Context: an optimization exercise on an open-source flow, tuned for small area. The choices shown serve that exercise and are no tape-out recipe. Only simulation tests tie the RTL to the original design; equivalence was not proved.

Design flappybird, start of the top module:
module flappybird(
  input  clk_100,
  input  rst,
  input  up,
  input  start,
  input  button,
  output wire audio,
  output wire [2:0] r,
  output wire [2:0] g,
  output wire [1:0] b,
  output wire hs,
  output wire vs,
  output wire [6:0] seven_seg,
  output wire [7:0] seg_select
);
Size: about 990 cells after synthesis, roughly 130 flip-flops.
clock: 10.0 ns
lec_check: 0
cap_margin: 20
core_margin: 2
core_utilization: 60
place_density: 0.75
slew_margin: 20
standard.sh (not shown) runs the stock make flow with config.mk's settings and CLKGATE_MAP_FILE= SYNTH_SCRIPT=/design/flow/synth_recipe.tcl, a recipe that flattens the netlist after the stock synthesis.
==> flow/flow/run.sh <==
#!/bin/bash
set -uo pipefail
rm -rf myscripts
cp -r "$FLOW_HOME/scripts" myscripts
STAT=orfs/reports/sky130hd/flappybird/base/synth_stat.txt
best=""; best_area=""
for x in a a2 b c; do
  if [[ $x == c && -n $best ]]; then break; fi
  rm -rf orfs
  cp flow/abc_$x.script myscripts/abc_speed.script
  if bash standard.sh SCRIPTS_DIR="$PWD/myscripts" ADDER_MAP_FILE= synth > synth_$x.log 2>&1 && [[ -f $STAT ]]; then
    area=$(awk '/Chip area for module/ {print $NF}' $STAT | tail -1)
    echo "synthesis $x: area $area" >> synth_choice.log
    if [[ -z $best ]] || awk "BEGIN {exit !($area < $best_area)}"; then
      rm -rf orfs_best; mv orfs orfs_best; best=$x; best_area=$area
    fi
  else
    echo "synthesis $x: failed" >> synth_choice.log
  fi
done
[[ -n $best ]] || exit 1
echo "kept $best" >> synth_choice.log
rm -rf orfs; mv orfs_best orfs
set -e
CTS="-sink_clustering_enable -repair_clock_nets -dont_use_dummy_load -buf_list"
bash standard.sh "BUFFER_PORTS_ARGS=-buffer_cell sky130_fd_sc_hd__buf_1" \
  "CTS_ARGS=$CTS sky130_fd_sc_hd__clkbuf_4" > layout.log 2>&1
R=orfs/results/sky130hd/flappybird/base
slew=$(SLEW_ODB=$R/6_final.odb SLEW_SDC=$R/6_final.sdc SLEW_SPEF=$R/6_final.spef \
  SLEW_LIB="$FLOW_HOME/platforms/sky130hd/lib/sky130_fd_sc_hd__tt_025C_1v80.lib" \
  openroad -no_init -exit flow/clkslew.tcl 2>&1 | tee slew.log | awk '/^CLK_PIN_SLEW_MAX/ {print $2}') || true
echo "clkbuf_4 clock tree: clock-pin slew ${slew:-unknown} ns" >> cts_choice.log
if [[ -z $slew ]] || awk "BEGIN {exit !($slew > 0.124)}"; then
  echo "redoing the clock tree with clkbuf_8" >> cts_choice.log
  bash standard.sh clean_cts clean_route clean_finish > clean.log 2>&1
  rm -f out/final.def
  bash standard.sh "BUFFER_PORTS_ARGS=-buffer_cell sky130_fd_sc_hd__buf_1" \
    "CTS_ARGS=$CTS sky130_fd_sc_hd__clkbuf_8" > layout_clkbuf_8.log 2>&1
fi
==> flow/flow/abc_a2.script <==
strash
dc2
&get -n
&deepsyn -T 150 -S 5
&put
dch -f
amap
mfs3 -a -e
topo
==> flow/flow/clkslew.tcl <==
# Largest slew at a flip-flop clock pin (either edge, early or late), in ns, on the routed layout.
read_db $::env(SLEW_ODB)
read_liberty $::env(SLEW_LIB)
read_sdc $::env(SLEW_SDC)
read_spef $::env(SLEW_SPEF)
set_propagated_clock [all_clocks]
set worst 0
foreach pin [get_pins -hierarchical */CLK] {
  foreach a {max min} { foreach e {rise fall} {
    set s [get_property $pin slew_${a}_$e]
    if {[string is double -strict $s] && $s > $worst} { set worst $s }
  } }
}
puts "CLK_PIN_SLEW_MAX $worst"
Other scripts of this flow, unchanged in this note and not shown: flow/flow/abc_a.script, flow/flow/abc_b.script, flow/flow/abc_c.script
The baseline completed without violations.
Then changed:
==> flow/flow/run.sh (replaced) <==
#!/bin/bash
# Standard ORFS layout with three changes to how it is made:
#  - synthesis maps the logic for area: an area-oriented ABC script (flow/abc_*.script) replaces
#    ABC's speed script, and no half/full-adder cells are mapped (ADDER_MAP_FILE empty). The
#    synthesis script, the flip-flop mapping and hence the registers (names, cell types) are the
#    standard ones. Synthesis is run with scripts a and b (c if both fail) and the one with the
#    smaller cell area is kept; each attempt's output is in synth_<x>.log.
#  - port buffers are buf_1 cells (every input and output port still gets its buffer);
#  - the clock tree uses clkbuf_8 cells and no dummy loads.
set -uo pipefail
rm -rf myscripts
cp -r "$FLOW_HOME/scripts" myscripts
STAT=orfs/reports/sky130hd/flappybird/base/synth_stat.txt
best=""; best_area=""
for x in a b c; do
  if [[ $x == c && -n $best ]]; then break; fi
  rm -rf orfs
  cp flow/abc_$x.script myscripts/abc_speed.script
  if bash standard.sh SCRIPTS_DIR="$PWD/myscripts" ADDER_MAP_FILE= synth > synth_$x.log 2>&1 && [[ -f $STAT ]]; then
    area=$(awk '/Chip area for module/ {print $NF}' $STAT | tail -1)
    echo "synthesis $x: area $area" >> synth_choice.log
    if [[ -z $best ]] || awk "BEGIN {exit !($area < $best_area)}"; then
      rm -rf orfs_best; mv orfs orfs_best; best=$x; best_area=$area
    fi
  else
    echo "synthesis $x: failed" >> synth_choice.log
  fi
done
[[ -n $best ]] || exit 1
echo "kept $best" >> synth_choice.log
rm -rf orfs; mv orfs_best orfs
set -e
bash standard.sh "BUFFER_PORTS_ARGS=-buffer_cell sky130_fd_sc_hd__buf_1" \
  "CTS_ARGS=-sink_clustering_enable -repair_clock_nets -dont_use_dummy_load -buf_list sky130_fd_sc_hd__clkbuf_8" \
  > layout.log 2>&1
removed: flow/flow/abc_a2.script
removed: flow/flow/clkslew.tcl
Effect:
- The changed run finished with timing, DRC and antenna clean
- cell area rises by a few percent
- cell count rises slightly
- first-iteration DRC count falls by about a fifth
- via count rises by a few percent
- fmax rises by about a fifth
- routed wire length rises slightly
- critical path depth falls by 7

## static timing again, ports no longer ideal
The results above use ideal ports. As a check the final layouts listed here were re-extracted and re-timed, cells and wires unchanged.
Step 1 sets driving cells, clkbuf_16 on the clock port and buf_2 on the other inputs (assumed; they add their load-dependent delay and slew).
Step 2 times the ports against the registers' clock, not the clock port: input delays grow and output delays shrink by t, the midpoint of the rising clock arrivals with the driver on.
a / b / c = no drivers / after step 1 / after step 2; a / b = the first two.
| run | t (ns) | setup WS [ns] | worst setup path at the end | clock arrival spread, ns |
|---|---|---|---|---|
| the first run | 0.569 | 4.686 / 4.686 / 4.686 | register to register | 0.021 / 0.022 |
| the second run | 0.477 | 5.384 / 5.384 / 5.358 | input to register | 0.031 / 0.031 |
After both steps setup and hold are still met in every run listed. The setup slack of the second run, which loses most, moves by 0.000 ns with the drivers and by -0.026 ns with both steps.
